From an optimization exercise on the open Yosys and OpenROAD flow, aimed at a short achievable clock period and low power; shortcuts taken in it are not production practice.
RTL that was checked went through simulation tests only; none was proved equivalent to the original.
Function not checked in run 7: the RTL went through the layout flow alone.
The clock port is modelled as an ideal driver; clocking choices that lean on that would not hold on a real chip.
Power is estimated from default activity; no workload was simulated.

--- flow/constraint.sdc ---
create_clock -name core_clock -period 5.0 [get_ports {clk}]
set_input_delay 1.0000 -clock core_clock [delete_from_list [all_inputs] [get_ports {clk}]]
set_output_delay 1.0000 -clock core_clock [all_outputs]
set_load 0.01 [all_outputs]
--- flow/standard.sh ---
#!/bin/bash
# synth_recipe.tcl (not shown) runs the flow's synth.tcl, then flattens the netlist and writes it again
# the make line also repeats each setting of config.mk as NAME=value (left out here)
make -C /OpenROAD-flow-scripts/flow DESIGN_CONFIG=/design/flow/config.mk WORK_HOME=/design/flow/orfs CLKGATE_MAP_FILE= SYNTH_SCRIPT=/design/flow/synth_recipe.tcl "${@:-finish}"
--- flow/design.v ---
`timescale 1ns / 1ps
module mac_en (
    input s_axis_tvalid, input m_axis_tready, input reset,
    output en
);
    assign en = s_axis_tvalid & m_axis_tready & reset;
endmodule
module mac_iso (
    input en,
    input [7:0] a, input [7:0] b,
    output [7:0] ya, output [7:0] yb
);
    assign ya = a & {8{en}};
    assign yb = b & {8{en}};
endmodule
module mac_axi4s (
    input clk, input reset,
    input s_axis_tvalid, input m_axis_tready,
    input [7:0] data, input [7:0] weight,
    output [15:0] acc
);
    wire en;
    wire [7:0] d, w;
    mac_en acc_en (.s_axis_tvalid(s_axis_tvalid), .m_axis_tready(m_axis_tready), .reset(reset), .en(en));
    mac_iso iso (.en(en), .a(data), .b(weight), .ya(d), .yb(w));
    reg [15:0] s;
    reg [0:0] c;
    wire [7:0] pp0 = d & {8{w[0]}};
    wire [7:0] pp1 = d & {8{w[1]}};
    wire [7:0] pp2 = d & {8{w[2]}};
    wire [7:0] pp3 = d & {8{w[3]}};
    wire [7:0] pp4 = d & {8{w[4]}};
    wire [7:0] pp5 = d & {8{w[5]}};
    wire [7:0] pp6 = d & {8{w[6]}};
    wire [7:0] pp7 = d & {8{w[7]}};
    wire t1 = pp0[5] ^ pp1[4];
    wire u2 = pp0[5] & pp1[4];
    wire t3 = pp0[6] ^ pp1[5] ^ pp2[4];
    wire u4 = (pp0[6] & pp1[5]) | (pp0[6] & pp2[4]) | (pp1[5] & pp2[4]);
    wire t5 = pp3[3] ^ pp4[2];
    wire u6 = pp3[3] & pp4[2];
    wire t7 = pp0[7] ^ pp1[6] ^ pp2[5];
    wire u8 = (pp0[7] & pp1[6]) | (pp0[7] & pp2[5]) | (pp1[6] & pp2[5]);
    wire t9 = pp3[4] ^ pp4[3] ^ pp5[2];
    wire u10 = (pp3[4] & pp4[3]) | (pp3[4] & pp5[2]) | (pp4[3] & pp5[2]);
    wire t11 = pp6[1] ^ pp7[0];
    wire u12 = pp6[1] & pp7[0];
    wire t13 = pp1[7] ^ pp2[6] ^ pp3[5];
    wire u14 = (pp1[7] & pp2[6]) | (pp1[7] & pp3[5]) | (pp2[6] & pp3[5]);
    wire t15 = pp4[4] ^ pp5[3] ^ pp6[2];
    wire u16 = (pp4[4] & pp5[3]) | (pp4[4] & pp6[2]) | (pp5[3] & pp6[2]);
    wire t17 = pp7[1] ^ s[8] ^ c[0];
    wire u18 = (pp7[1] & s[8]) | (pp7[1] & c[0]) | (s[8] & c[0]);
    wire t19 = pp2[7] ^ pp3[6] ^ pp4[5];
    wire u20 = (pp2[7] & pp3[6]) | (pp2[7] & pp4[5]) | (pp3[6] & pp4[5]);
    wire t21 = pp5[4] ^ pp6[3] ^ pp7[2];
    wire u22 = (pp5[4] & pp6[3]) | (pp5[4] & pp7[2]) | (pp6[3] & pp7[2]);
    wire t23 = pp3[7] ^ pp4[6] ^ pp5[5];
    wire u24 = (pp3[7] & pp4[6]) | (pp3[7] & pp5[5]) | (pp4[6] & pp5[5]);
    wire t25 = pp0[3] ^ pp1[2];
    wire u26 = pp0[3] & pp1[2];
    wire t27 = pp0[4] ^ pp1[3] ^ pp2[2];
    wire u28 = (pp0[4] & pp1[3]) | (pp0[4] & pp2[2]) | (pp1[3] & pp2[2]);
    wire t29 = pp3[1] ^ pp4[0];
    wire u30 = pp3[1] & pp4[0];
    wire t31 = t1 ^ pp2[3] ^ pp3[2];
    wire u32 = (t1 & pp2[3]) | (t1 & pp3[2]) | (pp2[3] & pp3[2]);
    wire t33 = pp4[1] ^ pp5[0] ^ s[5];
    wire u34 = (pp4[1] & pp5[0]) | (pp4[1] & s[5]) | (pp5[0] & s[5]);
    wire t35 = u2 ^ t3 ^ t5;
    wire u36 = (u2 & t3) | (u2 & t5) | (t3 & t5);
    wire t37 = pp5[1] ^ pp6[0] ^ s[6];
    wire u38 = (pp5[1] & pp6[0]) | (pp5[1] & s[6]) | (pp6[0] & s[6]);
    wire t39 = u4 ^ u6 ^ t7;
    wire u40 = (u4 & u6) | (u4 & t7) | (u6 & t7);
    wire t41 = t9 ^ t11 ^ s[7];
    wire u42 = (t9 & t11) | (t9 & s[7]) | (t11 & s[7]);
    wire t43 = u8 ^ u10 ^ u12;
    wire u44 = (u8 & u10) | (u8 & u12) | (u10 & u12);
    wire t45 = t13 ^ t15 ^ t17;
    wire u46 = (t13 & t15) | (t13 & t17) | (t15 & t17);
    wire t47 = u14 ^ u16 ^ u18;
    wire u48 = (u14 & u16) | (u14 & u18) | (u16 & u18);
    wire t49 = t19 ^ t21 ^ s[9];
    wire u50 = (t19 & t21) | (t19 & s[9]) | (t21 & s[9]);
    wire t51 = u20 ^ u22 ^ t23;
    wire u52 = (u20 & u22) | (u20 & t23) | (u22 & t23);
    wire t53 = pp6[4] ^ pp7[3] ^ s[10];
    wire u54 = (pp6[4] & pp7[3]) | (pp6[4] & s[10]) | (pp7[3] & s[10]);
    wire t55 = u24 ^ pp4[7] ^ pp5[6];
    wire u56 = (u24 & pp4[7]) | (u24 & pp5[6]) | (pp4[7] & pp5[6]);
    wire t57 = pp6[5] ^ pp7[4] ^ s[11];
    wire u58 = (pp6[5] & pp7[4]) | (pp6[5] & s[11]) | (pp7[4] & s[11]);
    wire t59 = pp5[7] ^ pp6[6] ^ pp7[5];
    wire u60 = (pp5[7] & pp6[6]) | (pp5[7] & pp7[5]) | (pp6[6] & pp7[5]);
    wire t61 = pp0[2] ^ pp1[1];
    wire u62 = pp0[2] & pp1[1];
    wire t63 = t25 ^ pp2[1] ^ pp3[0];
    wire u64 = (t25 & pp2[1]) | (t25 & pp3[0]) | (pp2[1] & pp3[0]);
    wire t65 = u26 ^ t27 ^ t29;
    wire u66 = (u26 & t27) | (u26 & t29) | (t27 & t29);
    wire t67 = u28 ^ u30 ^ t31;
    wire u68 = (u28 & u30) | (u28 & t31) | (u30 & t31);
    wire t69 = u32 ^ u34 ^ t35;
    wire u70 = (u32 & u34) | (u32 & t35) | (u34 & t35);
    wire t71 = u36 ^ u38 ^ t39;
    wire u72 = (u36 & u38) | (u36 & t39) | (u38 & t39);
    wire t73 = u40 ^ u42 ^ t43;
    wire u74 = (u40 & u42) | (u40 & t43) | (u42 & t43);
    wire t75 = u44 ^ u46 ^ t47;
    wire u76 = (u44 & u46) | (u44 & t47) | (u46 & t47);
    wire t77 = u48 ^ u50 ^ t51;
    wire u78 = (u48 & u50) | (u48 & t51) | (u50 & t51);
    wire t79 = u52 ^ u54 ^ t55;
    wire u80 = (u52 & u54) | (u52 & t55) | (u54 & t55);
    wire t81 = u56 ^ u58 ^ t59;
    wire u82 = (u56 & u58) | (u56 & t59) | (u58 & t59);
    wire t83 = u60 ^ pp6[7] ^ pp7[6];
    wire u84 = (u60 & pp6[7]) | (u60 & pp7[6]) | (pp6[7] & pp7[6]);
    wire t85 = pp0[1] ^ pp1[0];
    wire u86 = pp0[1] & pp1[0];
    wire t87 = t61 ^ pp2[0] ^ s[2];
    wire u88 = (t61 & pp2[0]) | (t61 & s[2]) | (pp2[0] & s[2]);
    wire t89 = u62 ^ t63 ^ s[3];
    wire u90 = (u62 & t63) | (u62 & s[3]) | (t63 & s[3]);
    wire t91 = u64 ^ t65 ^ s[4];
    wire u92 = (u64 & t65) | (u64 & s[4]) | (t65 & s[4]);
    wire t93 = u66 ^ t67 ^ t33;
    wire u94 = (u66 & t67) | (u66 & t33) | (t67 & t33);
    wire t95 = u68 ^ t69 ^ t37;
    wire u96 = (u68 & t69) | (u68 & t37) | (t69 & t37);
    wire t97 = u70 ^ t71 ^ t41;
    wire u98 = (u70 & t71) | (u70 & t41) | (t71 & t41);
    wire t99 = u72 ^ t73 ^ t45;
    wire u100 = (u72 & t73) | (u72 & t45) | (t73 & t45);
    wire t101 = u74 ^ t75 ^ t49;
    wire u102 = (u74 & t75) | (u74 & t49) | (t75 & t49);
    wire t103 = u76 ^ t77 ^ t53;
    wire u104 = (u76 & t77) | (u76 & t53) | (t77 & t53);
    wire t105 = u78 ^ t79 ^ t57;
    wire u106 = (u78 & t79) | (u78 & t57) | (t79 & t57);
    wire t107 = u80 ^ t81 ^ s[12];
    wire u108 = (u80 & t81) | (u80 & s[12]) | (t81 & s[12]);
    wire t109 = u82 ^ t83 ^ s[13];
    wire u110 = (u82 & t83) | (u82 & s[13]) | (t83 & s[13]);
    wire t111 = u84 ^ pp7[7] ^ s[14];
    wire u112 = (u84 & pp7[7]) | (u84 & s[14]) | (pp7[7] & s[14]);
    wire [15:0] x = {u112, u110, u108, u106, u104, u102, u100, u98, u96, u94, u92, u90, u88, u86, t85, pp0[0]};
    wire [15:0] y = {s[15], t111, t109, t107, t105, t103, t101, t99, t97, t95, t93, t91, t89, t87, s[1], s[0]};
    wire [8:0] blk0 = {1'b0, x[7:0]} + {1'b0, y[7:0]};
    wire [8:0] blk1 = {1'b0, x[15:8]} + {1'b0, y[15:8]};
    wire [15:0] s_next = {blk1[7:0], blk0[7:0]};
    wire [0:0] c_next = {blk0[8]};
    assign acc = s + ({15'd0, c[0]} << 8);
    always @(posedge clk)
        if (en) begin
            s <= s_next;
            c <= c_next;
        end else begin
            s <= s & {16{reset}};
            c <= c & {1{reset}};
        end
endmodule
`timescale 1ns / 1ps
module macs_axi4s #(
    parameter NUM_MACS = 8
) (
    input reset,
    input clk,
    input wire s_axis_tvalid,
    output reg s_axis_tready,
    input wire [127:0] s_axis_tdata,    
    output wire [127:0] m_axis_tdata,   
    output reg m_axis_tvalid,
    input wire m_axis_tready,
    input wire [15:0] s_axis_tkeep,
    output wire [15:0] m_axis_tkeep,
    input wire s_axis_tlast,
    output reg m_axis_tlast
);
    assign m_axis_tkeep = 16'hffff;
    always @(posedge clk) begin
        m_axis_tlast <= s_axis_tlast;
        if (!reset) begin
            s_axis_tready <= 1'b0;
            m_axis_tvalid <= 1'b0;
        end else begin
            s_axis_tready <= m_axis_tready;
            m_axis_tvalid <= s_axis_tvalid;
        end
    end
    genvar i;
    generate
        for (i = 0; i < NUM_MACS; i = i + 1) begin : lane
            mac_axi4s mac_i (
                .clk(clk), .reset(reset),
                .s_axis_tvalid(s_axis_tvalid), .m_axis_tready(m_axis_tready),
                .data(s_axis_tdata[16*i +: 8]), .weight(s_axis_tdata[16*i+8 +: 8]),
                .acc(m_axis_tdata[16*i +: 16]));
        end
    endgenerate
endmodule
--- flow/flow/extra_vars.txt ---
RECOVER_POWER=100
--- flow/config.mk ---
export PLATFORM = sky130hd
export DESIGN_NAME = macs_axi4s
export DESIGN_NICKNAME = macs_axi4s
export VERILOG_FILES = /design/flow/design.v
export SDC_FILE = /design/flow/constraint.sdc
export NUM_CORES = 4
export LEC_CHECK = 0
export CAP_MARGIN = 0
export CORE_MARGIN = 2
export CORE_UTILIZATION = 40
export CTS_BUF_LIST = sky130_fd_sc_hd__clkbuf_4 sky130_fd_sc_hd__clkbuf_8
export SETUP_SLACK_MARGIN = 0.1
export SLEW_MARGIN = 0
export SYNTH_HIERARCHICAL = 1
--- flow/flow/run.sh ---
#!/bin/bash
# Own layout flow: the standard flow, run in two parts.
#  1. the standard synthesis, unchanged;
#  2. the rest of the standard flow, with clock tree synthesis told not to add dummy
#     load cells (they only balance the tree and burn clock power), plus any extra ORFS
#     make variables listed one per line in flow/extra_vars.txt.
# Each part's full output goes to its own log file in the work folder.
set -euo pipefail
bash standard.sh synth > flow_synth.log 2>&1
CTS="-sink_clustering_enable -repair_clock_nets -dont_use_dummy_load"
CTS="$CTS -buf_list {sky130_fd_sc_hd__clkbuf_4 sky130_fd_sc_hd__clkbuf_8}"
EXTRA=()
if [[ -f flow/extra_vars.txt ]]; then
  mapfile -t EXTRA < <(grep -v '^#' flow/extra_vars.txt | grep . || true)
fi
bash standard.sh "CTS_ARGS=$CTS" "${EXTRA[@]}" finish > flow_layout.log 2>&1
==> results.yml, run 1 <==
status:
  status: "finished clean"
synth:
  synth_edf_count: 0
  synth-warning-count: 8
  synth-async-reset-ratio: 0
  synthCells: 2814
  syn_area_um2: 25000
  synthTopCellsByArea: "fa_1, dfxtp_1, and2_1"
  ys_types: 40
  synth_top_area_frac: 0.321
  ys_top_cells_by_count: "inv_1, and2_1, fa_1"
  ys_seq_area_frac: 0.111
  synth_seq_cells: 139
  synth-main-ff-cell: "dfxtp_1"
  synth_most_common_cell: "inv_1"
  yosys.area.top_type: "fa_1"
  avgSynthCellArea_um2: 8.87
route:
  vias_per_cell: 4.81
  antenna_left: 0
  drtPass1Iterations: 5
  drt-initial-drc-count: 790
  wl_per_cell_um: 16.1
  drc: 0
  routed_wl_um: 66300
  vias: 19800
floorplan:
  pin_count: 296
  die_area_um2: 64400
  die_y_um: 254
  start_util: 0.404
  die_w_um: 254
  num_rows: 91
  coreArea_um2: 61700
timing:
  fin_crit_ns: 4.85
  relSlewSlack: 0.408
  hold_viol_final: 0
  drv_slew: 0
  rsz0062_at_grt: "false"
  tightest_slew_ns: 0.886
  skew_ns: 0.0241
  fin_ws_ns: 0.153
  setup_violations: 0
  finalCritPeriodShare: 0.970
  max_freq_mhz: 206
layout:
  nFillCells: 5947
  nNetsFinal: 4041
  multi_input_area_um2: 20200
  syn2layout_area_growth_pct: 24.4
  seqCellArea_um2: 2780
  design_area_um2: 31100
  drive_above_1_share: 0.172
  final_core_util: 0.503
  fin_cells: 4129
grt:
  grt_max_degree: 20
  antenna_found_initial: 2
  grt_pass1_vias: 21100
  grt_usage: 0.210
  grt-ovfl-total: 0
  grt_pass1_wl_um: 107000
place:
  dp_hpwl_um: 54300
  pre_cts_ws_ns: -0.789
  dpl_cell_area_um2: 30500
  gp_congestion: 0.905
  io_buffers: 263
  dp_cells: 4090
worst_setup_path:
  critPathLaunchType: "input pin"
  worstPathArrival_ns: 5.27
  worstPathMaxFanout: 8
  crit_type: "in2reg"
  rrSetupSlack_ns: 1.10
  end_kind: "register"
  worstPathRequired_ns: 5.42
pwr:
  p_total_mw: 2.41
  cellPowerDensity_nw_per_um2: 77.7
  peakVddDrop_v: 0.000176
  p_leak_nw: 14.9
cts:
  root_buffer: "clkbuf_8"
  h-tree-depth: 4
  clockBufferDepth: 2
  clk_pin_slew_worst_paths_ns: 0.07
  clk_latency_ns: 0.54
  clock-sinks: 139
  cts_buffers: 17
  cts_hold_buf: 0
  cts_tree: "built"
job:
  maxCapViolations: 0
worst_hold_path:
  hp-class: "reg2reg"
-- Yosys stat by module (local to each module, per instance) --
module      cells  flops+latches  cell area [µm²]  copies in the design
mac_axi4s     331             17             2960                     8
macs_axi4s     22              3              196                     1
mac_iso        17              0              126                     8
mac_en          1              0             6.26                     8
-- per-layer routing --
metal	global-route usage	routed length [µm]	up-vias
li1	-	-	9683
met4	0.0570	1360	0
met1	0.275	29600	9794
met3	0.0314	2750	70
met5	0	0	-
met2	0.360	32500	297
-- placed cells by master, fill, tap and decap left out, types with 17 or more instances in the layout --
cell type	count
and3_1	35
and2_4	44
inv_1	488
buf_4	268
a22o_1	24
a211oi_1	17
dfxtp_1	139
ha_4	17
fa_2	23
and2_2	77
fa_1	377
xor2_1	32
o21ai_0	88
nand2_1	224
clkdlybuf4s50_1	128
and2_1	395
xnor2_1	72
a21oi_1	40
and2_0	22
nand3_1	72
dlygate4sd3_1	132
clkbuf_8	17
ha_1	180
nor2_1	59
-- area by class of cell --
cell class | count | share of cell area
clock buffer | 17 | 0.00753
inverter | 496 | 0.0599
tap | 837 | 0.0337
sequential | 139 | 0.0896
multi-input combinational | 2081 | 0.651
timing repair buffer | 557 | 0.158
antenna | 2 | 0.000161
-- kinds of logic (layout without fill, tap and decap cells) --
logic type,Yosys count,in the layout,share of synthesized area
flops,139,139,0.111
mux,8,8,0.00321
fa+ha+maj,600,600,0.421
buf+inv,616,1070,0.107
simple gates,1002,1009,0.223
other cells,1,18,0.000150
xor+xnor,104,104,0.0365
compound gates,344,344,0.0979
-- sequential cells by signal, summed over array words and instances (netlist names) --
name and cells:
lane.mac_i.c 8, lane.mac_i.s 128, m_axis_tlast 1, m_axis_tvalid 1, s_axis_tready 1
-- critical path, cell delays in order --
cell,delay [ns]
buf_6,0.13
clkbuf_16,0.19
and3_1,0.27
and2_4,0.20
and2_1,0.18
fa_2,0.56
inv_1,0.05
fa_1,0.47
fa_1,0.50
inv_1,0.05
fa_1,0.54
ha_4,0.22
o21ai_2,0.14
nor2_2,0.06
o21a_1,0.17
or3_1,0.30
a31o_1,0.21
-- path summary, 6_finish.rpt --
check                                   startpoint                   to  cells after the start
worst max-delay path                 m_axis_tready  lane[5].mac_i.s[13]                     17
worst min-delay path            lane[5].mac_i.s[2]   lane[5].mac_i.s[2]                      2
worst max register to register  lane[4].mac_i.s[8]  lane[4].mac_i.s[13]                     12
worst min register to register  lane[5].mac_i.s[2]   lane[5].mac_i.s[2]                      2
-- where the power goes --
group	switching [mW]	internal [mW]
clock network	0.475	0.299
registers	0.0102	1.11
logic	0.257	0.258
total	0.742	1.67
-- stage by stage --
step	TNS, ns	hold WS (ns)
global route	0	0.498
detailed placement	-46.13	0.469
CTS	0	0.480
finish	0	0.475
floorplan	0	0.448
global placement	-42.03	0.470
-- repair_timing --
action / 4_1_cts / 5_1_grt
gates resized for setup: 20 / 58
pin swaps: 3 / 18
setup endpoints to repair: 47 / 42
buffers inserted: 3 / 6
cloned: 7 / 4
==> run 2, diff against run 1 <==
--- a/flow/config.mk
+++ b/flow/config.mk
@@ -10,4 +10,7 @@
 export CORE_UTILIZATION = 40
 export CTS_BUF_LIST = sky130_fd_sc_hd__clkbuf_4 sky130_fd_sc_hd__clkbuf_8
+export GPL_ROUTABILITY_DRIVEN = 0
+export GPL_TIMING_DRIVEN = 0
+export PLACE_DENSITY = 0.85
 export SETUP_SLACK_MARGIN = 0.1
 export SLEW_MARGIN = 0
==> results.yml, run 2 <==
status:
  status: "finished clean"
grt:
  grt-ovfl-total: 0
  grt_pass1_vias: 20500
  grt_usage: 0.194
  grt_pass1_wl_um: 100000
  grt_max_degree: 19
  antenna_found_initial: 4
place:
  io_buffers: 263
  pre_cts_ws_ns: -1.71
  dp_hpwl_um: 49500
cts:
  clk_pin_slew_worst_paths_ns: 0.08
  cts_tree: "built"
  h-tree-depth: 4
  clk_latency_ns: 0.56
  cts_buffers: 17
  root_buffer: "clkbuf_8"
  clockBufferDepth: 2
  clock-sinks: 139
floorplan:
  start_util: 0.404
  pin_count: 296
  num_rows: 91
  die_y_um: 254
  coreArea_um2: 61700
  die_area_um2: 64400
  die_w_um: 254
layout:
  drive_above_1_share: 0.130
  largest_registers: "lane.mac_i.s (128), lane.mac_i.c (8)"
  syn2layout_area_growth_pct: 18.9
  seqCellArea_um2: 2780
  final_common_cell: "inv_1"
  multi_input_area_um2: 20200
  layout_common_cells: "inv_1, fa_1, and2_1, nand2_1, ha_1"
  nFillCells: 5759
  nNetsFinal: 3878
  regMostFlops: "lane.mac_i.s"
  largest_register_ffs: 128
synth:
  ys_types: 40
  synth-async-reset-ratio: 0
  synth_top_area_frac: 0.321
  avgSynthCellArea_um2: 8.87
  yosys.area.top_type: "fa_1"
  ys_seq_area_frac: 0.111
  synth-main-ff-cell: "dfxtp_1"
  synth_seq_cells: 139
  synth_most_common_cell: "inv_1"
  synth_edf_count: 0
  syn_area_um2: 25000
  synthTopCellsByArea: "fa_1, dfxtp_1, and2_1"
  synthCells: 2814
  synth-warning-count: 8
  ys_top_cells_by_count: "inv_1, and2_1, fa_1"
timing:
  fin_ws_ns: 0.133
  tightest_slew_ns: 0.693
  max_freq_mhz: 205
  fin_crit_ns: 4.87
  rsz0062_at_grt: "true"
  drv_slew: 0
  fin_setup_tns_ns: 0
  skew_ns: 0.0276
  finalCritPeriodShare: 0.973
  setup_violations: 0
  relSlewSlack: 0.538
  whs_ns: 0.480
  hold_viol_final: 0
route:
  vias: 19500
  drt-initial-drc-count: 818
  vias_per_cell: 4.91
  antenna_left: 0
  wl_per_cell_um: 15.2
  drtPass1Iterations: 4
  drc: 0
  routed_wl_um: 60200
pwr:
  p_total_mw: 2.33
  cellPowerDensity_nw_per_um2: 78.4
  peakVddDrop_v: 0.000195
  p_leak_nw: 14.0
worst_setup_path:
  end_kind: "register"
  critPathLaunchType: "input pin"
  worstPathMaxFanout: 20
  crit_type: "in2reg"
  worstPathArrival_ns: 5.30
  worstPathRequired_ns: 5.44
worst_hold_path:
  hp-class: "reg2reg"
job:
  maxCapViolations: 0
==> run 2: cell type report <==
class,instances,share of cell area
Antenna cell,3,0.000253
Buffer,120,0.0273
Clock buffer,17,0.00788
Inverter,496,0.0627
Multi-Input combinational cell,2076,0.679
Sequential cell,139,0.0937
Tap cell,837,0.0353
Timing Repair Buffer,279,0.0934
==> run 2: power by group <==
part / switching, mW / total (mW) / leakage (nW) / internal, mW
Clock: 0.453 / 0.752 / 0.122 / 0.298
Combinational: 0.235 / 0.452 / 12.7 / 0.217
Sequential: 0.00997 / 1.12 / 1.12 / 1.11
Total: 0.698 / 2.33 / 14.0 / 1.63
==> run 2: timing repair <==
item                                    CTS  global route
hold buffers                              0             0
setup buffers                             4            12
pin swaps                                 2             9
cloned                                    0             2
endpoints found under the setup margin   98            36
resized for setup                        23            52
==> run 2: stage by stage <==
stage,cells,util,instance area (µm²)
4_1_cts,3950,0.478,29500
5_1_grt,3967,0.481,29700
3_5_place_dp,3929,0.473,29200
3_3_place_gp,3929,0.473,29200
6_report,3967,0.481,29700
2_1_floorplan,2829,-,25500
==> run 2: worst paths after layout <==
path | endpoint | slack (ns) | cells past startpoint | start
setup reg to reg | lane[1].mac_i.s[13] | 1.20 | 12 | lane[1].mac_i.c
hold / removal | lane[2].mac_i.s[3] | 0.48 | 2 | lane[2].mac_i.s[3]
setup / recovery | lane[7].mac_i.s[13] | 0.13 | 16 | reset
hold reg to reg | lane[2].mac_i.s[3] | 0.48 | 2 | lane[2].mac_i.s[3]
==> run 2: worst max-delay path: stages <==
cell      delay [ns]
buf_12          0.19
and3_1          0.35
buf_6           0.17
and2_4          0.20
nand2_1         0.09
fa_1            0.45
fa_1            0.54
fa_1            0.44
fa_2            0.59
inv_2           0.05
ha_4            0.21
a211oi_2        0.20
nor2_2          0.08
o21a_1          0.18
or3_1           0.31
a31o_1          0.22
==> run 2: kinds of logic (layout without fill, tap and decap cells) <==
family / count (synthesis) / in the layout / share of synthesized area
fa+ha+maj: 600 / 600 / 0.421
compound gates: 344 / 344 / 0.0979
xor+xnor: 104 / 104 / 0.0365
simple gates: 1002 / 1004 / 0.223
buf+inv: 616 / 912 / 0.107
flops: 139 / 139 / 0.111
mux: 8 / 8 / 0.00321
other cells: 1 / 19 / 0.000150
==> run 2: metal layers <==
layer	track usage	vias to the layer above	part of all wire	routed length [µm]
met3	0.0480	68	0.056	3350
met2	0.335	362	0.50	30300
li1	-	9344	-	-
met4	0.0575	0	0.020	1210
met5	0	-	0	0
met1	0.240	9690	0.42	25400
==> run 2: modules after synthesis (local to each module, per instance) <==
module	cells inside	copies in the design
mac_axi4s	331	8
mac_iso	17	8
macs_axi4s	22	1
mac_en	1	8
==> run 3, diff against run 2 <==
--- a/flow/config.mk
+++ b/flow/config.mk
@@ -12,5 +12,4 @@
 export GPL_ROUTABILITY_DRIVEN = 0
 export GPL_TIMING_DRIVEN = 0
-export PLACE_DENSITY = 0.85
 export SETUP_SLACK_MARGIN = 0.1
 export SLEW_MARGIN = 0
==> results.yml, run 3 <==
grt:
  grt_pass1_vias: 20200
  grt-ovfl-total: 0
  antenna_found_initial: 3
  grt_max_degree: 19
  grt_pass1_wl_um: 104000
  grt_usage: 0.204
cts:
  h-tree-depth: 4
  root_buffer: "clkbuf_8"
  clockBufferDepth: 2
  clk_latency_ns: 0.56
  cts_tree: "built"
  clk_pin_slew_worst_paths_ns: 0.08
  cts_buffers: 17
  cts_hold_buf: 0
  clock-sinks: 139
synth:
  synth_edf_count: 0
  syn_area_um2: 25000
  avgSynthCellArea_um2: 8.87
  synth-async-reset-ratio: 0
  ys_top_cells_by_count: "inv_1, and2_1, fa_1"
  synthTopCellsByArea: "fa_1, dfxtp_1, and2_1"
  synth_top_area_frac: 0.321
  synthCells: 2814
  synth_seq_cells: 139
  synth-warning-count: 8
  synth-main-ff-cell: "dfxtp_1"
  yosys.area.top_type: "fa_1"
  ys_seq_area_frac: 0.111
  ys_types: 40
  synth_most_common_cell: "inv_1"
pwr:
  p_clk_frac: 0.322
  p_total_mw: 2.33
  cellPowerDensity_nw_per_um2: 78.6
  peakVddDrop_v: 0.000181
  p_seq_frac: 0.483
  swShare: 0.300
  pwr-share-comb: 0.194
  p_sw_mw: 0.697
  p_int_mw: 1.63
  p_leak_nw: 13.9
status:
  status: "finished clean"
route:
  wl_per_cell_um: 15.8
  vias_per_cell: 4.82
  antenna_left: 0
  routed_wl_um: 62500
  drt-initial-drc-count: 782
  drc: 0
  vias: 19100
  drtPass1Iterations: 4
layout:
  layout_common_cells: "inv_1, fa_1, and2_1, nand2_1, ha_1"
  drive_above_1_share: 0.125
  fin_cells: 3962
  design_area_um2: 29600
  final_common_cell: "inv_1"
  regMostFlops: "lane.mac_i.s"
  nNetsFinal: 3875
  largest_register_ffs: 128
  syn2layout_area_growth_pct: 18.7
  largest_registers: "lane.mac_i.s (128), lane.mac_i.c (8)"
  final_core_util: 0.480
floorplan:
  die_w_um: 254
  coreArea_um2: 61700
  pin_count: 296
  die_area_um2: 64400
  num_rows: 91
  start_util: 0.404
  die_y_um: 254
timing:
  tightest_slew_ns: 0.590
  max_freq_mhz: 206
  whs_ns: 0.489
  finalCritPeriodShare: 0.971
  relSlewSlack: 0.607
  rsz0062_at_grt: "true"
  fin_crit_ns: 4.85
  setup_violations: 0
  hold_viol_final: 0
  skew_ns: 0.0216
  drv_slew: 0
worst_hold_path:
  worstHoldStart: "lane[6].mac_i.s[3]"
  hp-class: "reg2reg"
  hold_end: "lane[6].mac_i.s[3]"
  whs_path_depth: 2
worst_setup_path:
  worstPathMaxFanout: 11
  rr_startpoint: "lane[4].mac_i.c"
  worstPathRequired_ns: 5.45
  rr_worst_depth: 12
  crit_type: "in2reg"
  r2r-end: "lane[4].mac_i.s[13]"
  critPathLaunchType: "input pin"
  worstPathArrival_ns: 5.30
  end_kind: "register"
  rrSetupSlack_ns: 1.15
place:
  dp_cells: 3929
  dp_hpwl_um: 52700
  io_buffers: 263
  dpl_cell_area_um2: 29200
job:
  maxCapViolations: 0
## run 3: final cells by class
type | instances | area (µm²)
well taps | 837 | 1050
clock buffers | 17 | 234
diodes | 1 | 2.50
plain buffers | 120 | 811
repair buffers | 276 | 2740
fillers | 6025 | 32100
inverters | 496 | 1860
multi-input cells | 2076 | 20100
flip-flops and latches | 139 | 2780
## run 3: worst max-delay path, stage by stage
cell and delay, ns:
buf_6 0.15, and3_4 0.25, buf_6 0.14, and2_2 0.23, and2_0 0.20, fa_1 0.53
inv_1 0.05, fa_1 0.42, fa_1 0.56, inv_1 0.06, fa_1 0.44, ha_4 0.20
a211oi_4 0.25, nor2_2 0.08, o21a_1 0.18, or3_1 0.31, a31o_1 0.22
## run 3: per-module statistics from Yosys (local to each module, per instance)
module      times used  cells inside  flops+latches
mac_axi4s            8           331             17
macs_axi4s           1            22              3
mac_iso              8            17              0
mac_en               8             1              0
## run 3: cells by family after synthesis
kind of cell,count (synthesis),synth area share
flip-flops,139,0.111
buffers and inverters,616,0.107
AND/OR/NAND/NOR,1002,0.223
multiplexers,8,0.00321
XOR/XNOR,104,0.0365
adder cells (fa/ha/maj),600,0.421
other,1,0.000150
AO/OA/AOI/OAI,344,0.0979
## run 3: routing by layer
metal,routed length [µm],track usage,part of all wire,vias up
li1,-,-,-,9326
met3,2470,0.0326,0.039,54
met1,28200,0.267,0.45,9423
met2,30800,0.350,0.49,306
met4,1030,0.0555,0.016,0
met5,0,0,0,-
## run 3: worst max path at each step
stage	startpoint	end
floorplan	reset	lane[0].mac_i.s[13]
global placement	reset	lane[5].mac_i.s[13]
detailed placement	reset	lane[1].mac_i.s[13]
CTS	reset	lane[2].mac_i.s[14]
global route	m_axis_tready	lane[1].mac_i.s[13]
finish	m_axis_tready	lane[1].mac_i.s[13]
## run 3: power groups by stage
stage                     registers [mW]  logic, mW  clock network [mW]
after global routing                1.13      0.497               0.833
after detailed placement            1.15      0.443                   0
after CTS                           1.12      0.447               0.810
final                               1.12      0.452               0.750
after global placement              1.15      0.438                   0
after floorplan                     1.15      0.225                   0
## run 3: through the flow
stage	setup TNS [ns]	worst slack (ns)
after global routing	0	0.0333
after floorplan	0	0.0953
final	0	0.146
after global placement	-146.12	-1.80
after CTS	0	0.117
after detailed placement	-155.91	-1.92
## run 3: what timing repair did
item                                    CTS  global route
buffers inserted                          0            13
gates cloned                              0             2
endpoints found under the setup margin  109            35
resized for setup                        28            60
pin swaps                                 1             9
==> run 4, diff against run 3 <==
--- a/flow/config.mk
+++ b/flow/config.mk
@@ -6,11 +6,11 @@
 export NUM_CORES = 4
 export LEC_CHECK = 0
-export CAP_MARGIN = 0
+export CAP_MARGIN = 5
 export CORE_MARGIN = 2
-export CORE_UTILIZATION = 40
+export CORE_UTILIZATION = 50
 export CTS_BUF_LIST = sky130_fd_sc_hd__clkbuf_4 sky130_fd_sc_hd__clkbuf_8
 export GPL_ROUTABILITY_DRIVEN = 0
 export GPL_TIMING_DRIVEN = 0
 export SETUP_SLACK_MARGIN = 0.1
-export SLEW_MARGIN = 0
+export SLEW_MARGIN = 5
 export SYNTH_HIERARCHICAL = 1
==> results.yml, run 4 <==
synth:
  synth_top_area_frac: 0.321
  syn_area_um2: 25000
  synth-warning-count: 8
  yosys.area.top_type: "fa_1"
  synth-async-reset-ratio: 0
  synthCells: 2814
  ys_top_cells_by_count: "inv_1, and2_1, fa_1"
  ys_seq_area_frac: 0.111
  synthTopCellsByArea: "fa_1, dfxtp_1, and2_1"
  ys_types: 40
  synth_seq_cells: 139
  synth_edf_count: 0
  synth_most_common_cell: "inv_1"
  avgSynthCellArea_um2: 8.87
  synth-main-ff-cell: "dfxtp_1"
route:
  highest_layer: "met5"
  vias: 19400
  routed_wl_um: 61200
  vias_per_cell: 5.11
  drtPass1Iterations: 5
  drc: 0
  antenna_left: 0
  wl_per_cell_um: 16.1
  wl_met3_um: 2590
  drt-initial-drc-count: 774
  wl_met2_um: 30000
  wl_met1_um: 27400
layout:
  multi_input_area_um2: 20100
  final_common_cell: "inv_1"
  regMostFlops: "lane.mac_i.s"
  syn2layout_area_growth_pct: 18.0
  largest_registers: "lane.mac_i.s (128), lane.mac_i.c (8)"
  layout_common_cells: "inv_1, fa_1, and2_1, nand2_1, ha_1"
  design_area_um2: 29400
  drive_above_1_share: 0.128
  largest_register_ffs: 128
  nNetsFinal: 3880
  nFillCells: 4527
  seqCellArea_um2: 2780
timing:
  fin_setup_tns_ns: 0
  skew_ns: 0.0191
  drv_slew: 0
  setup_violations: 0
  fin_crit_ns: 4.85
  rsz0062_at_grt: "true"
  relSlewSlack: 0.511
  finalCritPeriodShare: 0.970
  fin_ws_ns: 0.148
  hold_viol_final: 0
  tightest_slew_ns: 0.733
  whs_ns: 0.473
  max_freq_mhz: 206
cts:
  clock-sinks: 139
  cts_hold_buf: 0
  clk_latency_ns: 0.55
  cts_buffers: 17
  clk_pin_slew_worst_paths_ns: 0.08
  h-tree-depth: 4
  clockBufferDepth: 2
  cts_tree: "built"
  root_buffer: "clkbuf_8"
grt:
  antenna_found_initial: 6
  grt-ovfl-total: 0
  grt_max_degree: 19
  grt_pass1_vias: 20400
  grt_pass1_wl_um: 102000
  grt_usage: 0.249
floorplan:
  die_y_um: 227
  die_w_um: 227
  coreArea_um2: 49200
  pin_count: 296
  die_area_um2: 51700
  start_util: 0.508
  num_rows: 81
place:
  dpl_cell_area_um2: 29000
  io_buffers: 263
  pre_cts_ws_ns: -1.71
  dp_hpwl_um: 50800
worst_setup_path:
  critPathLaunchType: "input pin"
  crit_path_top_delay_cell: "fa_1"
  worstPathMaxFanout: 10
  worstPathArrival_ns: 5.30
  path_buf_inv: 4
  rr_startpoint: "lane[5].mac_i.c"
  path_cells: "buf_6 > and3_4 > buf_6 > and2_2 > and2_0 > fa_1 > inv_1 > fa_1 > fa_1 > inv_1 > fa_2 > ha_1 > a211oi_1 > nor2_2 > o21a_1 > or3_1 > a31o_1"
  crit_type: "in2reg"
  crit_top_cell: "fa_1"
  cpPeakStageDelay_ns: 0.55
  cp_top_family: "adder cells"
  end_kind: "register"
  crit_path_start: "s_axis_tvalid"
  worstPathRequired_ns: 5.45
pwr:
  cellPowerDensity_nw_per_um2: 79.0
  p_leak_nw: 13.9
  peakVddDrop_v: 0.000103
job:
  maxCapViolations: 0
status:
  status: "finished clean"
worst_hold_path:
  hp-class: "reg2reg"
  worstHoldStart: "lane[0].mac_i.s[3]"
-- run 4: worst reg2reg max path, cell delays in order (launching register included) --
cell and delay (ns):
dfxtp_1 0.37, inv_1 0.07, fa_1 0.43, fa_1 0.53
fa_1 0.44, fa_1 0.57, inv_2 0.06, ha_4 0.21
a211oi_1 0.27, nor2_2 0.10, o21a_1 0.19, or3_1 0.30
a31o_1 0.21
-- run 4: per-layer routing --
metal	vias to the layer above	global-route usage
met5	-	0
met4	8	0.0692
met3	67	0.0432
met2	318	0.428
met1	9645	0.324
li1	9357	-
-- run 4: what timing repair did --
item / CTS / global route
pin swaps: 2 / 9
buffers inserted: 5 / 14
endpoints found under the setup margin: 100 / 35
cloned: 0 / 1
resized for setup: 29 / 55
-- run 4: path summary, 6_finish.rpt --
path | slack, ns | end | depth (start not counted)
worst max-delay path | 0.15 | lane[5].mac_i.s[13] | 17
worst min-delay path | 0.47 | lane[0].mac_i.s[3] | 2
worst max register to register | 1.17 | lane[5].mac_i.s[13] | 12
worst min register to register | 0.47 | lane[0].mac_i.s[3] | 2
-- run 4: final cells by class --
class | instances | share of cell area
antenna | 1 | 0.0000850
buffer | 120 | 0.0275
clock buffer | 17 | 0.00795
inverter | 496 | 0.0632
multi-input combinational | 2075 | 0.684
sequential | 139 | 0.0945
tap | 664 | 0.0282
timing repair buffer | 282 | 0.0944
-- run 4: per-module statistics from Yosys (local to each module, per instance) --
module	area [µm²]	flops+latches
macs_axi4s	196	3
mac_en	6.26	0
mac_iso	126	0
mac_axi4s	2960	17
-- run 4: stage by stage --
step                 util  power, mW  std cells
finish              0.599       2.33       3794
CTS                 0.595       2.36       3778
detailed placement  0.590       1.59       3756
global placement    0.590       1.59       3756
floorplan               -       1.37       2829
global route        0.599       2.44       3793
-- run 4: cells by family after synthesis --
| family | after synthesis | share of synthesized area |
|---|---|---|
| muxes | 8 | 0.00321 |
| other | 1 | 0.000150 |
| DFF | 139 | 0.111 |
| adders and majority gates | 600 | 0.421 |
| xor gates and xnor gates | 104 | 0.0365 |
| and+or+nand+nor | 1002 | 0.223 |
| AOI/OAI and AO/OA | 344 | 0.0979 |
| buffers and inverters | 616 | 0.107 |
-- run 4: power by group --
group / leakage [nW] / internal [mW] / total [mW] / switching, mW
Combinational: 12.7 / 0.217 / 0.454 / 0.237
Clock: 0.122 / 0.298 / 0.748 / 0.450
Sequential: 1.12 / 1.11 / 1.13 / 0.0109
==> run 5, diff against run 4 <==
==> flow/flow/run.sh (replaced) <==
#!/bin/bash
# Own layout flow: the standard flow, run in two parts.
#  1. the standard synthesis, unchanged;
#  2. the rest of the standard flow, with the clock tree built by flow/pre_cts.tcl
#     (sourced by ORFS before its CTS step, which it then leaves alone), plus any extra
#     ORFS make variables listed one per line in flow/extra_vars.txt.
# Each part's full output goes to its own log file in the work folder.
set -euo pipefail
bash standard.sh synth > flow_synth.log 2>&1
CTS="-sink_clustering_enable -repair_clock_nets -dont_use_dummy_load"
CTS="$CTS -buf_list {sky130_fd_sc_hd__clkbuf_4 sky130_fd_sc_hd__clkbuf_8}"
EXTRA=()
if [[ -f flow/extra_vars.txt ]]; then
  mapfile -t EXTRA < <(grep -v '^#' flow/extra_vars.txt | grep . || true)
fi
bash standard.sh "CTS_ARGS=$CTS" "PRE_CTS_TCL=$(pwd)/flow/pre_cts.tcl" "${EXTRA[@]}" finish > flow_layout.log 2>&1
==> flow/flow/pre_cts.tcl (new file) <==
# Clock tree built by hand, sourced before CTS (PRE_CTS_TCL). The clock port drives a few
# mid-level buffers; each drives a group of leaf buffers, and each leaf drives one cluster
# of flip-flops found by capacitated k-means on their placed positions. TritonCTS is then
# told to skip these nets, so it adds nothing.
# Build a two-level clock tree by hand: the clock port drives NLEAF leaf buffers
# directly; each leaf drives one cluster of flip-flops (k-means on their positions).
proc my_clock_tree {nleaf master_name {nmid 0} {mid_master ""}} {
  set db [ord::get_db]
  set block [ord::get_db_block]
  set master [$db findMaster $master_name]
  set clknet [$block findNet clk]
  set sinks {}
  foreach it [$clknet getITerms] {
    if {[$it isInputSignal] || [[$it getMTerm] getSigType] eq "CLOCK" || [$it isClocked]} { lappend sinks $it }
  }
  set pts {}
  foreach it $sinks {
    set b [[$it getInst] getBBox]
    lappend pts [list [expr {([$b xMin]+[$b xMax])/2}] [expr {([$b yMin]+[$b yMax])/2}]]
  }
  set n [llength $pts]
  # init centers: spread along sorted x then y
  set order [lsort -integer -indices [lmap p $pts {expr {[lindex $p 0]*7 + [lindex $p 1]}}]]
  set cs {}
  for {set k 0} {$k < $nleaf} {incr k} {
    lappend cs [lindex $pts [lindex $order [expr {int(($k+0.5)*$n/$nleaf)}]]]
  }
  set cap [expr {int(ceil(double($n)/$nleaf)) + 2}]
  for {set iter 0} {$iter < 30} {incr iter} {
    # capacitated assignment: greedy by distance
    set pairs {}
    for {set i 0} {$i < $n} {incr i} {
      set p [lindex $pts $i]
      for {set k 0} {$k < $nleaf} {incr k} {
        set c [lindex $cs $k]
        lappend pairs [list [expr {abs([lindex $p 0]-[lindex $c 0]) + abs([lindex $p 1]-[lindex $c 1])}] $i $k]
      }
    }
    set pairs [lsort -real -index 0 $pairs]
    set asg [lrepeat $n -1]
    set cnt [lrepeat $nleaf 0]
    foreach pr $pairs {
      lassign $pr d i k
      if {[lindex $asg $i] >= 0} continue
      if {[lindex $cnt $k] >= $cap} continue
      lset asg $i $k
      lset cnt $k [expr {[lindex $cnt $k]+1}]
    }
    set sx [lrepeat $nleaf 0]; set sy [lrepeat $nleaf 0]
    for {set i 0} {$i < $n} {incr i} {
      set k [lindex $asg $i]
      lset sx $k [expr {[lindex $sx $k] + [lindex $pts $i 0]}]
      lset sy $k [expr {[lindex $sy $k] + [lindex $pts $i 1]}]
    }
    set cs {}
    for {set k 0} {$k < $nleaf} {incr k} {
      set m [expr {max(1,[lindex $cnt $k])}]
      lappend cs [list [expr {[lindex $sx $k]/$m}] [expr {[lindex $sy $k]/$m}]]
    }
  }
  for {set k 0} {$k < $nleaf} {incr k} {
    set inst [odb::dbInst_create $block $master "clkleaf_$k"]
    set net [odb::dbNet_create $block "clknet_leaf_$k"]
    $net setSigType CLOCK
    [$inst findITerm A] connect $clknet
    [$inst findITerm X] connect $net
    $inst setOrigin [expr {int([lindex $cs $k 0])}] [expr {int([lindex $cs $k 1])}]
    $inst setPlacementStatus PLACED
    set leafnet($k) $net
  }
  for {set i 0} {$i < $n} {incr i} {
    set it [lindex $sinks $i]
    $it disconnect
    $it connect $leafnet([lindex $asg $i])
  }
  puts "my_clock_tree: $n sinks, $nleaf leaves, sizes $cnt"
  if {$nmid > 0} {
    # second level: group the leaves under nmid mid buffers driven by the port
    set mm [$db findMaster $mid_master]
    set per [expr {int(ceil(double($nleaf)/$nmid))}]
    # order leaves by angle around the die centre so that groups are compact
    set cx 0; set cy 0
    foreach c $cs { set cx [expr {$cx + [lindex $c 0]}]; set cy [expr {$cy + [lindex $c 1]}] }
    set cx [expr {$cx/$nleaf}]; set cy [expr {$cy/$nleaf}]
    set ang {}
    for {set k 0} {$k < $nleaf} {incr k} { lappend ang [expr {atan2([lindex $cs $k 1]-$cy, [lindex $cs $k 0]-$cx)}] }
    set ord [lsort -real -indices $ang]
    for {set m 0} {$m < $nmid} {incr m} {
      set inst [odb::dbInst_create $block $mm "clkmid_$m"]
      set net [odb::dbNet_create $block "clknet_mid_$m"]
      $net setSigType CLOCK
      [$inst findITerm A] connect $clknet
      [$inst findITerm X] connect $net
      set mx 0; set my 0; set nm 0
      foreach k [lrange $ord [expr {$m*$per}] [expr {min($nleaf, ($m+1)*$per) - 1}]] {
        set li [$block findInst "clkleaf_$k"]
        [$li findITerm A] disconnect
        [$li findITerm A] connect $net
        set mx [expr {$mx + [lindex $cs $k 0]}]; set my [expr {$my + [lindex $cs $k 1]}]; incr nm
      }
      $inst setOrigin [expr {int($mx/$nm)}] [expr {int($my/$nm)}]
      $inst setPlacementStatus PLACED
    }
    puts "my_clock_tree: $nmid mid buffers"
  }
}

my_clock_tree 12 sky130_fd_sc_hd__clkbuf_8 4 sky130_fd_sc_hd__clkbuf_2
global_connect
set skip [list clk]
foreach n [[ord::get_db_block] getNets] {
  if {[string match clknet_* [$n getName]]} { lappend skip [$n getName] }
}
set_cts_config -skip_nets $skip
set_propagated_clock [all_clocks]
--- a/flow/config.mk
+++ b/flow/config.mk
@@ -6,11 +6,11 @@
 export NUM_CORES = 4
 export LEC_CHECK = 0
-export CAP_MARGIN = 5
+export CAP_MARGIN = 0
 export CORE_MARGIN = 2
-export CORE_UTILIZATION = 50
+export CORE_UTILIZATION = 40
 export CTS_BUF_LIST = sky130_fd_sc_hd__clkbuf_4 sky130_fd_sc_hd__clkbuf_8
 export GPL_ROUTABILITY_DRIVEN = 0
 export GPL_TIMING_DRIVEN = 0
 export SETUP_SLACK_MARGIN = 0.1
-export SLEW_MARGIN = 5
+export SLEW_MARGIN = 0
 export SYNTH_HIERARCHICAL = 1
==> results.yml, run 5 <==
place:
  dp_hpwl_um: 52700
  dpl_cell_area_um2: 29200
  pre_cts_ws_ns: -1.92
  io_buffers: 263
worst_setup_path:
  end_kind: "register"
  worstPathArrival_ns: 5.23
  crit_top_cell: "fa_1"
  critPathLaunchType: "input pin"
  path_cells: "buf_16 > and3_4 > buf_6 > and2_4 > and2_1 > fa_1 > inv_1 > fa_1 > fa_1 > inv_1 > fa_1 > ha_4 > a211oi_4 > nor2_4 > o21a_1 > or3_1 > a31o_1"
  worstPathMaxFanout: 8
  cp_top_family: "adder cells"
  crit_path_top_delay_cell: "fa_1"
  path_buf_inv: 4
  r2r-end: "lane[4].mac_i.s[13]"
  rrSetupSlack_ns: 1.04
  rr_startpoint: "lane[4].mac_i.c"
  crit_type: "in2reg"
  rr_worst_depth: 12
  cpPeakStageDelay_ns: 0.55
  worstPathRequired_ns: 5.33
layout:
  layout_common_cells: "inv_1, and2_1, fa_1, nand2_1, ha_1"
  syn2layout_area_growth_pct: 21.7
  largest_register_ffs: 128
  largest_registers: "lane.mac_i.s (128), lane.mac_i.c (8)"
  design_area_um2: 30400
  nNetsFinal: 3918
  drive_above_1_share: 0.159
  regMostFlops: "lane.mac_i.s"
  final_common_cell: "inv_1"
timing:
  rsz0062_at_grt: "true"
  relSlewSlack: 0.483
  drv_slew: 0
  finalCritPeriodShare: 0.980
  skew_ns: 0.0582
  setup_violations: 0
  fin_crit_ns: 4.90
  fin_ws_ns: 0.0991
  fin_setup_tns_ns: 0
  max_freq_mhz: 204
  hold_viol_final: 0
  tightest_slew_ns: 0.775
status:
  status: "finished clean"
worst_hold_path:
  worstHoldStart: "lane[7].mac_i.s[2]"
  hold_end: "lane[7].mac_i.s[2]"
  whs_path_depth: 2
  hp-class: "reg2reg"
synth:
  ys_types: 40
  syn_area_um2: 25000
  synth-main-ff-cell: "dfxtp_1"
  synth_most_common_cell: "inv_1"
  synth_edf_count: 0
  synthTopCellsByArea: "fa_1, dfxtp_1, and2_1"
  synth_seq_cells: 139
  yosys.area.top_type: "fa_1"
  synthCells: 2814
  ys_top_cells_by_count: "inv_1, and2_1, fa_1"
  avgSynthCellArea_um2: 8.87
  synth_top_area_frac: 0.321
  synth-async-reset-ratio: 0
  ys_seq_area_frac: 0.111
  synth-warning-count: 8
cts:
  clk_latency_ns: 0.46
  cts_hold_buf: 0
  clk_pin_slew_worst_paths_ns: 0.10
route:
  vias_per_cell: 4.83
  routed_wl_um: 64700
  drt-initial-drc-count: 699
  vias: 19400
  drtPass1Iterations: 5
  antenna_left: 0
  drc: 0
  wl_per_cell_um: 16.1
pwr:
  p_clk_frac: 0.290
  peakVddDrop_v: 0.0000732
  p_int_mw: 1.59
  p_sw_mw: 0.683
  p_leak_nw: 14.2
  p_seq_frac: 0.494
  swShare: 0.301
  pwr-share-comb: 0.215
  cellPowerDensity_nw_per_um2: 74.9
job:
  maxCapViolations: 0
floorplan:
  die_area_um2: 64400
  die_w_um: 254
  pin_count: 296
  die_y_um: 254
  coreArea_um2: 61700
  start_util: 0.404
  num_rows: 91
grt:
  grt-ovfl-total: 0
  grt_usage: 0.200
  antenna_found_initial: 3
  grt_pass1_wl_um: 105000
  grt_max_degree: 19
  grt_pass1_vias: 20300
==> run 5: cell counts after synthesis <==
Identical to the previous run, type by type.
==> run 5: power groups by stage <==
| stage | logic [mW] | registers, mW | clock network, mW |
|---|---|---|---|
| after floorplan | 0.225 | 1.15 | 0 |
| after global placement | 0.438 | 1.15 | 0 |
| after detailed placement | 0.443 | 1.15 | 0 |
| after CTS | 0.456 | 1.12 | 0.700 |
| after global routing | 0.536 | 1.13 | 0.733 |
| final | 0.490 | 1.12 | 0.660 |
==> run 5: stage by stage <==
step                      instances  hold slack [ns]  power, mW  utilization
after floorplan                2829            0.448       1.37            -
after global placement         3929            0.461       1.59        0.473
after detailed placement       3929            0.479       1.59        0.473
after CTS                      3958            0.492       2.28        0.478
after global routing           4008            0.518       2.39        0.492
final                          4008            0.491       2.27        0.492
==> run 5: worst reg2reg max path: stages (launching register included) <==
cell      delay, ns
dfxtp_1        0.42
inv_1          0.09
fa_1           0.53
fa_2           0.41
fa_1           0.48
fa_2           0.58
inv_2          0.05
ha_4           0.22
a211oi_4       0.26
nor2_4         0.08
o21a_1         0.19
or3_1          0.34
a31o_1         0.21
==> run 5: final cells by class <==
cell class / count / area (µm²)
inverter: 496 / 1860
multi-input combinational: 2074 / 20500
tap: 837 / 1050
antenna: 4 / 10.0
buffer: 136 / 996
timing repair buffer: 322 / 3150
fill: 5995 / 31300
sequential: 139 / 2780
==> run 5: routing by layer <==
metal	global-route usage	wire length, µm	vias to the layer above
met5	0	0	-
met4	0.0360	1350	0
met3	0.0209	2550	59
met2	0.349	31700	308
met1	0.270	29000	9587
li1	-	-	9415
==> run 5: cells by family (layout without fill, tap and decap cells) <==
logic type,count (synthesis),in the layout,share of synthesized area
AND/OR/NAND/NOR,1002,1002,0.223
buffers and inverters,616,954,0.107
adder cells (fa/ha/maj),600,600,0.421
AO/OA/AOI/OAI,344,344,0.0979
flip-flops,139,139,0.111
XOR/XNOR,104,104,0.0365
multiplexers,8,8,0.00321
other,1,20,0.000150
==> run 5: Yosys stat by module, one instance, submodules excluded <==
module | area, µm² | copies in the design
mac_axi4s | 2960 | 8
macs_axi4s | 196 | 1
mac_iso | 126 | 8
mac_en | 6.26 | 8
==> run 5: worst max-delay path by stage <==
stage | start | endpoint | slack, ns | cells after the start
final | m_axis_tready | lane[4].mac_i.s[13] | 0.1 | 17
after global routing | m_axis_tready | lane[4].mac_i.s[13] | -0.01 | 17
after CTS | s_axis_tvalid | lane[1].mac_i.s[13] | 0.06 | 16
after detailed placement | reset | lane[1].mac_i.s[13] | -1.92 | 16
after global placement | reset | lane[5].mac_i.s[13] | -1.80 | 16
after floorplan | reset | lane[0].mac_i.s[13] | 0.1 | 16
==> run 5: what timing repair did <==
item                                    in CTS  in global routing
setup buffers                               13                 40
endpoints found under the setup margin     112                 40
hold endpoints to repair                     0                  0
pin swaps                                    6                 80
cloned                                       0                  6
resized for setup                           44                177
==> run 6, diff against run 5 <==
==> flow/flow/extra_vars.txt (replaced) <==
RECOVER_POWER=100
BUFFER_PORTS_ARGS=-buffer_cell sky130_fd_sc_hd__buf_1
==> results.yml, run 6 <==
pwr:
  swShare: 0.312
  p_leak_nw: 13.0
  p_seq_frac: 0.512
  cellPowerDensity_nw_per_um2: 77.3
  peakVddDrop_v: 0.0000908
  pwr-share-comb: 0.184
  p_total_mw: 2.20
  p_int_mw: 1.51
  p_clk_frac: 0.304
  p_sw_mw: 0.686
worst_setup_path:
  rr_startpoint: "lane[0].mac_i.c"
  rr_worst_depth: 13
  r2r-end: "lane[0].mac_i.s[15]"
  endpoint: "lane[0].mac_i.s[15]"
  critPathLaunchType: "input pin"
  crit_path_start: "s_axis_tvalid"
  worstPathArrival_ns: 5.26
  rrSetupSlack_ns: 1.11
  crit_type: "in2reg"
  worstPathRequired_ns: 5.35
  end_kind: "register"
  worstPathMaxFanout: 11
timing:
  drv_slew: 0
  hold_viol_final: 0
  rsz0062_at_grt: "true"
  tightest_slew_ns: 1.08
  max_freq_mhz: 204
  fin_crit_ns: 4.91
  relSlewSlack: 0.278
  whs_ns: 0.481
  finalCritPeriodShare: 0.982
  setup_violations: 0
  skew_ns: 0.0688
synth:
  avgSynthCellArea_um2: 8.87
  synth_most_common_cell: "inv_1"
  yosys.area.top_type: "fa_1"
  synth-warning-count: 8
  ys_seq_area_frac: 0.111
  synth_top_area_frac: 0.321
  ys_types: 40
  synthCells: 2814
  syn_area_um2: 25000
  synth_seq_cells: 139
  synth-main-ff-cell: "dfxtp_1"
  synthTopCellsByArea: "fa_1, dfxtp_1, and2_1"
  ys_top_cells_by_count: "inv_1, and2_1, fa_1"
  synth-async-reset-ratio: 0
  synth_edf_count: 0
grt:
  grt_pass1_wl_um: 101000
  antenna_found_initial: 1
  grt-ovfl-total: 0
  grt_usage: 0.191
  grt_pass1_vias: 19400
  busiest_layer: "met2"
  grtUsageMet1: 0.267
  grt_use_met3: 0.0188
  use_met2: 0.327
  grt_max_degree: 19
floorplan:
  coreArea_um2: 61700
  die_w_um: 254
  die_area_um2: 64400
  pin_count: 296
  start_util: 0.404
  num_rows: 91
  die_y_um: 254
layout:
  final_common_cell: "inv_1"
  drive_above_1_share: 0.146
  largest_registers: "lane.mac_i.s (128), lane.mac_i.c (8)"
  nNetsFinal: 3913
  nFillCells: 6180
  syn2layout_area_growth_pct: 13.9
  layout_common_cells: "inv_1, and2_1, fa_1, buf_1, nand2_1"
  design_area_um2: 28400
  fin_cells: 4003
  regMostFlops: "lane.mac_i.s"
  largest_register_ffs: 128
worst_hold_path:
  hp-class: "reg2reg"
place:
  io_buffers: 263
  dp_cells: 3929
  dpl_cell_area_um2: 27600
  dp_hpwl_um: 50500
cts:
  clk_latency_ns: 0.51
  clk_pin_slew_worst_paths_ns: 0.10
route:
  wl_per_cell_um: 15.5
  drt-initial-drc-count: 785
  drtPass1Iterations: 5
  vias: 19100
  vias_per_cell: 4.77
  drc: 0
  antenna_left: 0
  routed_wl_um: 62100
status:
  status: "finished clean"
job:
  maxCapViolations: 0
==> run 6: cell counts after synthesis <==
Identical to the previous run, type by type.
==> run 6: power groups by stage <==
stage	clock [mW]	sequential [mW]	combinational [mW]
final	0.668	1.12	0.405
after CTS	0.708	1.12	0.376
after floorplan	0	1.15	0.225
after global routing	0.738	1.13	0.450
after global placement	0	1.15	0.365
after detailed placement	0	1.15	0.365
==> run 6: logic make-up after synthesis <==
family,after synthesis,synth area share
DFF,139,0.111
buffers and inverters,616,0.107
adders and majority gates,600,0.421
other,1,0.000150
and+or+nand+nor,1002,0.223
muxes,8,0.00321
AOI/OAI and AO/OA,344,0.0979
xor gates and xnor gates,104,0.0365
==> run 6: through the flow <==
stage               utilization   TNS, ns  setup slack, ns
floorplan                     -         0           0.0953
global placement          0.446   -123.32            -1.66
detailed placement        0.446    -95.10            -1.41
CTS                       0.451         0           0.0793
global route              0.461  -0.00255         -0.00255
finish                    0.461         0           0.0898
==> run 6: critical path: stages <==
cell	delay (ns)
buf_12	0.14
and3_4	0.22
buf_6	0.13
and2_2	0.22
and2_4	0.18
fa_1	0.53
inv_1	0.07
fa_2	0.38
fa_1	0.47
fa_2	0.57
inv_2	0.04
ha_4	0.22
a211oi_4	0.27
nor2_4	0.07
buf_4	0.14
a221oi_1	0.31
xnor2_1	0.12
a22o_1	0.18
==> run 6: worst min-delay path by stage <==
stage,start,end,slack [ns],cells after the start
floorplan,lane[0].mac_i.s[3],lane[0].mac_i.s[3],0.45,2
global placement,lane[1].mac_i.s[3],lane[1].mac_i.s[3],0.46,2
detailed placement,lane[1].mac_i.s[3],lane[1].mac_i.s[3],0.47,2
CTS,lane[1].mac_i.s[3],lane[1].mac_i.s[3],0.48,2
global route,lane[5].mac_i.s[2],lane[5].mac_i.s[2],0.51,2
finish,lane[1].mac_i.s[3],lane[1].mac_i.s[3],0.48,2
==> run 6: routing by layer <==
layer	part of all wire	up-vias
li1	-	9414
met1	0.47	9360
met2	0.48	275
met3	0.039	48
met4	0.015	0
met5	0	-
==> run 6: final cells by class <==
| class | instances | area [µm²] | share of cell area |
|---|---|---|---|
| diodes | 4 | 10.0 | 0.000352 |
| repair buffers | 315 | 1440 | 0.0507 |
| well taps | 837 | 1050 | 0.0368 |
| plain buffers | 136 | 958 | 0.0337 |
| inverters | 496 | 1860 | 0.0655 |
| flip-flops and latches | 139 | 2780 | 0.0979 |
| multi-input cells | 2076 | 20300 | 0.715 |
==> run 6: Yosys stat by module (local to each module, per instance) <==
module	flip-flops and latches	copies in the design	cells inside
mac_iso	0	8	17
mac_en	0	8	1
macs_axi4s	3	1	22
mac_axi4s	17	8	331
==> run 6: what timing repair did <==
action,in CTS,in global routing
endpoints found under the setup margin,95,38
hold buffers,0,0
pin swaps,2,66
hold endpoints to repair,0,0
resized for setup,40,134
cloned,0,8
buffers inserted,5,41
==> run 7, diff against run 6 <==
--- a/flow/design.v
+++ b/flow/design.v
@@ -25,5 +25,4 @@
     mac_iso iso (.en(en), .a(data), .b(weight), .ya(d), .yb(w));
     reg [15:0] s;
-    reg [0:0] c;
     wire [7:0] pp0 = d & {8{w[0]}};
     wire [7:0] pp1 = d & {8{w[1]}};
@@ -50,6 +49,6 @@
     wire t15 = pp4[4] ^ pp5[3] ^ pp6[2];
     wire u16 = (pp4[4] & pp5[3]) | (pp4[4] & pp6[2]) | (pp5[3] & pp6[2]);
-    wire t17 = pp7[1] ^ s[8] ^ c[0];
-    wire u18 = (pp7[1] & s[8]) | (pp7[1] & c[0]) | (s[8] & c[0]);
+    wire t17 = pp7[1] ^ s[8];
+    wire u18 = pp7[1] & s[8];
     wire t19 = pp2[7] ^ pp3[6] ^ pp4[5];
     wire u20 = (pp2[7] & pp3[6]) | (pp2[7] & pp4[5]) | (pp3[6] & pp4[5]);
@@ -148,16 +147,14 @@
     wire [15:0] x = {u112, u110, u108, u106, u104, u102, u100, u98, u96, u94, u92, u90, u88, u86, t85, pp0[0]};
     wire [15:0] y = {s[15], t111, t109, t107, t105, t103, t101, t99, t97, t95, t93, t91, t89, t87, s[1], s[0]};
-    wire [8:0] blk0 = {1'b0, x[7:0]} + {1'b0, y[7:0]};
-    wire [8:0] blk1 = {1'b0, x[15:8]} + {1'b0, y[15:8]};
-    wire [15:0] s_next = {blk1[7:0], blk0[7:0]};
-    wire [0:0] c_next = {blk0[8]};
-    assign acc = s + ({15'd0, c[0]} << 8);
+    wire [8:0] lo = {1'b0, x[7:0]} + {1'b0, y[7:0]};
+    wire [7:0] hi0 = x[15:8] + y[15:8];
+    wire [7:0] hi1 = x[15:8] + y[15:8] + 8'd1;
+    wire [15:0] s_next = {lo[8] ? hi1 : hi0, lo[7:0]};
+    assign acc = s;
     always @(posedge clk)
         if (en) begin
             s <= s_next;
-            c <= c_next;
         end else begin
             s <= s & {16{reset}};
-            c <= c & {1{reset}};
         end
 endmodule
==> results.yml, run 7 <==
synth:
  synthTopCellsByArea: "fa_1, dfxtp_1, and2_1"
  synth-warning-count: 8
  avgSynthCellArea_um2: 8.68
  synth-main-ff-cell: "dfxtp_1"
  synthCells: 2862
  synth_top_area_frac: 0.316
  syn_area_um2: 24900
  synth_most_common_cell: "inv_1"
  synth_edf_count: 0
  synth_seq_cells: 131
  yosys.area.top_type: "fa_1"
  ys_types: 44
  synth-async-reset-ratio: 0
  ys_top_cells_by_count: "inv_1, and2_1, fa_1"
  ys_seq_area_frac: 0.106
floorplan:
  pin_count: 296
  num_rows: 91
  die_w_um: 253
  coreArea_um2: 61600
  die_y_um: 253
  die_area_um2: 64100
  start_util: 0.403
timing:
  setup_violations: 61
  finalCritPeriodShare: 1.11
  rsz0062_at_grt: "true"
  skew_ns: 0.0555
  max_freq_mhz: 180
  fin_crit_ns: 5.56
  drv_slew: 0
  relSlewSlack: 0.334
  tightest_slew_ns: 1.00
  hold_viol_final: 0
  fin_ws_ns: -0.564
status:
  status: "failed layout checks"
  so_faults: "setup timing"
route:
  antenna_left: 0
  wl_per_cell_um: 15.6
  drc: 0
  routed_wl_um: 65600
  vias: 20300
  drt-initial-drc-count: 768
  drtPass1Iterations: 5
  vias_per_cell: 4.84
layout:
  drive_above_1_share: 0.219
  largest_register_ffs: 128
  design_area_um2: 30800
  regMostFlops: "lane.mac_i.s"
  syn2layout_area_growth_pct: 24.1
  layout_common_cells: "inv_1, fa_1, and2_1, nand2_1, buf_1"
  final_common_cell: "inv_1"
  nFillCells: 5898
  nNetsFinal: 4097
place:
  pre_cts_ws_ns: -1.76
  dpl_cell_area_um2: 27700
  io_buffers: 263
  dp_hpwl_um: 51100
worst_setup_path:
  crit_type: "in2reg"
  worstPathArrival_ns: 5.86
  critPathLaunchType: "input pin"
  worstPathMaxFanout: 5
  worstPathRequired_ns: 5.30
  cp_top_family: "adder cells"
  cpPeakStageDelay_ns: 0.53
  path_buf_inv: 7
  crit_path_top_delay_cell: "fa_1"
  end_kind: "register"
  path_cells: "buf_16 > buf_4 > buf_6 > and3_4 > buf_6 > and2_4 > and2_4 > fa_2 > inv_2 > fa_1 > fa_1 > inv_2 > fa_1 > ha_2 > inv_2 > fa_2 > nand2b_4 > a21oi_2 > xor2_1 > nand2_2 > nor4_4 > mux2i_1 > nand4_1"
pwr:
  p_leak_nw: 13.7
  peakVddDrop_v: 0.0000821
  cellPowerDensity_nw_per_um2: 71.5
cts:
  cts_hold_buf: 0
  clk_latency_ns: 0.43
  clk_pin_slew_worst_paths_ns: 0.09
grt:
  antenna_found_initial: 9
  grt_max_degree: 16
  grt-ovfl-total: 0
  grt_pass1_vias: 20700
  grt_usage: 0.205
  grt_pass1_wl_um: 107000
worst_hold_path:
  hp-class: "reg2reg"
job:
  maxCapViolations: 0
-- run 7: cell types whose count changed in the layout (fill, tap and decap cells not counted), moves of 34 or more --
cell and change:
and2_1 -38, nand3_1 -45, and2_4 +42, buf_4 +106
o21ai_1 +40, nand2_1 +47, nor2_1 +51, xor2_1 +34
clkbuf_1 -35, xnor2_1 -39, clkbuf_4 -53, buf_6 +34
-- run 7: area by class of cell --
class	instances	area, µm²	area share
inverter	488	1830	0.0594
sequential	131	2620	0.0850
timing repair buffer	461	2790	0.0904
antenna	9	22.5	0.000730
tap	837	1050	0.0340
buffer	56	455	0.0148
multi-input combinational	2218	22100	0.716
-- run 7: worst min-delay path, delay by kind of cell (launching register included) --
kind,cells,cell delay [ns]
compound gates,1,0.06
flops,1,0.33
simple gates,1,0.05
-- run 7: worst paths after layout --
| path | from | to | slack [ns] | cells after the start |
|---|---|---|---|---|
| min | lane[3].mac_i.s[3] | lane[3].mac_i.s[3] | 0.48 | 2 |
| min reg2reg | lane[3].mac_i.s[3] | lane[3].mac_i.s[3] | 0.48 | 2 |
| max | reset | lane[6].mac_i.s[15] | -0.56 | 23 |
| max reg2reg | lane[3].mac_i.s[8] | lane[3].mac_i.s[15] | 0.91 | 15 |
-- run 7: where the power goes --
part | internal (mW) | switching, mW | leakage (nW) | total, mW
sequential | 1.05 | 0.00977 | 1.06 | 1.06
clock | 0.235 | 0.418 | 0.103 | 0.653
combinational | 0.214 | 0.277 | 12.5 | 0.491
-- run 7: per-module statistics from Yosys (local to each module, per instance) --
module      cells inside  copies in the design  flops+latches  area, µm²
mac_en                 1                     8              0       6.26
mac_iso               17                     8              0        126
macs_axi4s            22                     1              3        196
mac_axi4s            337                     8             16       2950
-- run 7: cell families after synthesis --
logic type / count (synthesis) / synth area share
AOI/OAI and AO/OA: 336 / 0.0890
xor gates and xnor gates: 128 / 0.0451
adders and majority gates: 592 / 0.416
buffers and inverters: 528 / 0.0846
DFF: 131 / 0.106
muxes: 24 / 0.00967
other: 1 / 0.000151
and+or+nand+nor: 1122 / 0.249
-- run 7: repair_timing --
action / CTS / global route
resized for setup: 203 / 149
gates cloned: 8 / 0
endpoints found under the setup margin: 74 / 66
setup buffers: 140 / 55
pin swaps: 150 / 107
-- run 7: per-stage QoR --
| step | util | power (mW) | TNS (ns) | instances | hold slack (ns) |
|---|---|---|---|---|---|
| floorplan | - | 1.33 | -9.63 | 2877 | 0.488 |
| global placement | 0.449 | 1.48 | -331.89 | 3977 | 0.471 |
| detailed placement | 0.450 | 1.48 | -95.59 | 3978 | 0.482 |
| CTS | 0.485 | 2.23 | -8.96 | 4142 | 0.494 |
| global route | 0.500 | 2.32 | -21.68 | 4194 | 0.520 |
| finish | 0.501 | 2.21 | -12.70 | 4200 | 0.484 |
-- run 7: layer usage --
| layer | part of all wire | GRT usage | vias up |
|---|---|---|---|
| met5 | 0.00059 | 0 | - |
| met4 | 0.021 | 0.0392 | 6 |
| met3 | 0.051 | 0.0310 | 72 |
| met2 | 0.48 | 0.355 | 364 |
| met1 | 0.44 | 0.274 | 9917 |
| li1 | - | - | 9951 |

[separate check: timing with driven ports]
No port has a modelled driver above. Below, the same layouts with a new extraction and two added sets of constraints.
Step 1, drivers: a clkbuf_16 drives clk and a buf_2 each remaining input, both assumed.
Step 2 times the ports against the registers' clock, not the clock port: input delays grow and output delays shrink by t, the midpoint of the rising clock arrivals with the driver on.
a / b / c = ideal ports / drivers / drivers and shift; a / b = the first two.
run | t, ns | setup slack, ns
run 1 | 0.593 | 0.152 / 0.151 / -0.442
run 2 | 0.596 | 0.133 / 0.122 / -0.474
run 3 | 0.601 | 0.146 / 0.164 / -0.436
run 4 | 0.593 | 0.148 / 0.167 / -0.425
run 5 | 0.536 | 0.099 / 0.069 / -0.467
run 6 | 0.553 | 0.090 / 0.056 / -0.498
run 7 | 0.512 | -0.564 / -0.574 / -1.086
With both steps, setup timing fails in 6 of these runs, where it was met with ideal ports.
